Source: an optimization exercise on an open RTL-to-GDS flow (aim: small area, a short achievable clock period and few clock cycles per item). Production flows keep margins and buffers that such runs may drop.
RTL that was checked went through simulation tests only; none was proved equivalent to the original.

run 1:
Design euler3, start of the top module:
module euler3( input logic clk,
               input logic        reset,
               input logic        enable,
               input logic [63:0] max_value,
               output logic       results_valid,
               output logic [63:0] results
               );
export LEC_CHECK = 0
export ABC_CLOCK_PERIOD_IN_PS = 200000
export CAP_MARGIN = 10
export CORE_MARGIN = 2
export CORE_UTILIZATION = 40
export CTS_BUF_LIST = sky130_fd_sc_hd__clkbuf_16
export CTS_CLUSTER_DIAMETER = 80
export CTS_CLUSTER_SIZE = 20
export PLACE_DENSITY = 0.45
export SLEW_MARGIN = 10
export SYNTH_HIERARCHICAL = 1
export SYNTH_MEMORY_MAX_BITS = 65536
export SYNTH_MINIMUM_KEEP_SIZE = 0
create_clock -name core_clock -period 250.0 [get_ports {clk}]
standard.sh (not shown) runs the stock make flow with config.mk's settings and CLKGATE_MAP_FILE= SYNTH_SCRIPT=/design/flow/synth_recipe.tcl, a recipe that flattens the netlist after the stock synthesis.
==> flow/flow/run.sh <==
#!/bin/bash
# The standard layout (the standard.sh, unchanged synthesis and steps), with one
# difference: the port buffers that buffer_ports inserts are sky130_fd_sc_hd__buf_2
# cells instead of the delay buffers it picks by default.
set -euo pipefail
export BUFFER_PORTS_ARGS="-buffer_cell sky130_fd_sc_hd__buf_2"
bash standard.sh > standard.log 2>&1
Every stage of the flow completed for run 1, and the final layout passed the timing, design-rule and antenna checks.
Testbench counts of run 1, summed over its fixed seeds: cycles 18,181, items 192.
Setup changes, run 1 to run 2
- CORE_UTILIZATION now 55, was 40
- CAP_MARGIN now 20, was 10
- SLEW_MARGIN now 20, was 10
- PLACE_DENSITY now 0.6, was 0.45
==> comparison <==
[compare] base=run 1 new=run 2: wire length moved down; sequential share of layout area level; multi-input combinational area share moved up; worst setup slack after placement moved up; global-route usage moved up. Summary of run 2 over run 1: initial antenna violation count increased by about 70% relative to the old numbers; count of H-tree levels built during CTS climbed 1. From run 1 to run 2 the numbers moved as follows: hold slack -0.011 ns. A end point of the critical path of results[24] is what run 1 shows, while results[57] belongs to run 2.
The inputs of run 3 differ from those of run 2 as listed below.
- swapping 55 for 40 in CORE_UTILIZATION
- swapping 0.6 for 0.45 in PLACE_DENSITY
==> comparison <==
Both conditions hold for run 3: the flow ran to the end and the final layout passed the timing, design-rule and antenna checks.
Reported for run 2 and run 3, final total negative setup slack turned out identical to the last digit.
Between run 2 and run 3, post-place instance area increased.
Compared to run 2, run 3 shows a narrower setup margin.
Looking only at final instance count without filler cells, and setting everything else aside, the higher value of run 2 and run 3 goes to run 3.

========
## quartz
Another version of the RTL of euler3 (not shown whole).
Size: about 7200 cells after synthesis, about 310 flip-flops, about 130 I/O pins.
clock: 250.0 ns
lec_check: 0
abc_clock_period_in_ps: 200000
cap_margin: 0
core_margin: 2
core_utilization: 55
place_density: 0.6
slew_margin: 0
synth_hierarchical: 1
synth_memory_max_bits: 65536
synth_minimum_keep_size: 0
run.sh (not shown) runs the stock make flow with config.mk's settings and CLKGATE_MAP_FILE= SYNTH_SCRIPT=/design/flow/synth_recipe.tcl, a recipe that flattens the netlist after the stock synthesis.
Stock flow here: none of the scripts above is used.
To summarise quartz: no stage aborted, but the layout did not pass its checks, failing on slew limit.
Testbench counts of quartz, summed over its fixed seeds: cycles 22,634, items 192.
Relative to quartz, the following input files were edited for violet:
Settings: CTS_BUF_LIST: unset -> sky130_fd_sc_hd__clkbuf_16; CTS_CLUSTER_SIZE: unset -> 20; PLACE_DENSITY: 0.6 -> 0.45; CORE_UTILIZATION: 55 -> 40; CTS_CLUSTER_DIAMETER: unset -> 80; SLEW_MARGIN: 0 -> 10; CAP_MARGIN: 0 -> 10.
==> flow/flow/run.sh (new file) <==
#!/bin/bash
# The standard layout (the standard.sh, unchanged synthesis and steps), with one
# difference: the port buffers that buffer_ports inserts are sky130_fd_sc_hd__buf_2
# cells instead of the delay buffers it picks by default.
set -euo pipefail
export BUFFER_PORTS_ARGS="-buffer_cell sky130_fd_sc_hd__buf_2"
bash standard.sh > standard.log 2>&1
==> flow/standard.sh (new file) <==
#!/bin/bash
# synth_recipe.tcl (not shown) runs the flow's synth.tcl, then flattens the netlist and writes it again
# the make line also repeats each setting of config.mk as NAME=value (left out here)
make -C /OpenROAD-flow-scripts/flow DESIGN_CONFIG=/design/flow/config.mk WORK_HOME=/design/flow/orfs CLKGATE_MAP_FILE= SYNTH_SCRIPT=/design/flow/synth_recipe.tcl "${@:-finish}"
removed: flow/run.sh
### Flow results
- violet finished all stages; the layout is clean.
- Summary of violet over quartz: total global-route track usage down 8.7 points; final setup slack of the worst path saw an increase.
- For clock transition at the registers of the reported paths, violet and quartz come out practically identical.
- Relative to quartz, post-layout instance area has increased by 810 um^2 in violet.
- | final non-filler cell total | violet vs quartz | 772 higher |
- Compared with quartz, in violet share of post-route cells with drive strength above 1 went up 2.5 points; arrival time of the worst setup path now sits lower.
- When the final numbers for violet and quartz were put side by side, the sum of routed wire length over all layers turned out to be greater in violet.
- Sort violet and quartz by cell area reported after detailed placement asc -> top: quartz

========
Setup of v6:
euler3, a different RTL version from the one above (not shown whole).
For scale: roughly 7100 cells after synthesis, roughly 310 flip-flops.
// euler3
module euler3( input logic clk,
               input logic        reset,
               input logic        enable,
               input logic [63:0] max_value,
               output logic       results_valid,
               output logic [63:0] results
               );
==> flow/config.mk <==
export PLATFORM = sky130hd
export DESIGN_NAME = euler3
export DESIGN_NICKNAME = euler3
export VERILOG_FILES = /design/flow/design.v
export SDC_FILE = /design/flow/constraint.sdc
export NUM_CORES = 8
export LEC_CHECK = 0
export ABC_CLOCK_PERIOD_IN_PS = 200000
export CAP_MARGIN = 10
export CORE_MARGIN = 2
export CORE_UTILIZATION = 40
export CTS_BUF_LIST = sky130_fd_sc_hd__clkbuf_16
export CTS_CLUSTER_DIAMETER = 80
export CTS_CLUSTER_SIZE = 20
export GPL_TIMING_DRIVEN = 0
export PLACE_DENSITY = 0.45
export SLEW_MARGIN = 10
export SYNTH_HIERARCHICAL = 1
export SYNTH_MEMORY_MAX_BITS = 65536
export SYNTH_MINIMUM_KEEP_SIZE = 0
==> flow/constraint.sdc <==
create_clock -name core_clock -period 250.0 [get_ports {clk}]
set_input_delay 50.0000 -clock core_clock [delete_from_list [all_inputs] [get_ports {clk}]]
set_output_delay 50.0000 -clock core_clock [all_outputs]
set_load 0.01 [all_outputs]
standard.sh (not shown) runs the stock make flow with config.mk's settings and CLKGATE_MAP_FILE= SYNTH_SCRIPT=/design/flow/synth_recipe.tcl, a recipe that flattens the netlist after the stock synthesis.
==> flow/flow/run.sh <==
#!/bin/bash
# The standard layout (the standard.sh, unchanged synthesis and steps), with one
# difference: the port buffers that buffer_ports inserts are sky130_fd_sc_hd__buf_2
# cells instead of the delay buffers it picks by default.
set -euo pipefail
export BUFFER_PORTS_ARGS="-buffer_cell sky130_fd_sc_hd__buf_2"
bash standard.sh > standard.log 2>&1
The inputs of v7 differ from those of v6 as listed below.
- removing GPL_TIMING_DRIVEN (formerly 0)
--- outcome ---
v7 finished every step from synthesis to the final layout, and the layout passed the timing, design-rule and antenna checks.
Going from v6 to v7, the data arrival time at the worst-slack endpoint was found to have gone down by 0.05 ns.
v7 vs. v6: non-clock buffer count went down by 9.6%.
Compared with v6, v7 has extra setup slack.
Any difference in buffer and inverter count on the worst path between v6 and v7 is small enough to ignore.
Function was not checked in any run of this note: the RTL went through the layout flow alone.

-- what the ideal ports hide --
No port has a modelled driver above. Below, the same layouts with a new extraction and two added sets of constraints. Step 1, drivers: a clkbuf_16 drives clk and a buf_2 each remaining input, both assumed. Step 2 adds t to the input delays and takes it off the output delays; t is the mean of the earliest and latest rising clock arrival at the registers after step 1. Input paths then give back, and output paths get back, about the clock's delay inside the block. Three values: ideal ports, drivers, drivers and shift; two values: the first two.
| run | shift t [ns] | setup slack, ns | worst hold slack (ns) | worst slew at a driven data input, ns | cell pins on the clock port's net |
|---|---|---|---|---|---|
| run 1 | 0.770 | 198.092 / 198.009 / 198.780 | 0.473 / 0.473 / 0.473 | 0.09 | 1 |
| run 2 | 0.673 | 198.222 / 198.157 / 198.830 | 0.462 / 0.462 / 0.462 | 0.06 | 1 |
| run 3 | 0.758 | 198.028 / 197.950 / 198.708 | 0.476 / 0.476 / 0.476 | 0.09 | 1 |
| quartz | 0.720 | 197.925 / 197.846 / 198.565 | 0.509 / 0.509 / 0.509 | 0.15 | 1 |
| violet | 0.726 | 198.346 / 198.261 / 198.986 | 0.460 / 0.460 / 0.460 | 0.06 | 1 |
| v6 | 0.792 | 198.096 / 198.000 / 198.792 | 0.477 / 0.477 / 0.477 | 0.04 | 1 |
| v7 | 0.760 | 198.152 / 198.066 / 198.826 | 0.469 / 0.469 / 0.469 | 0.09 | 1 |
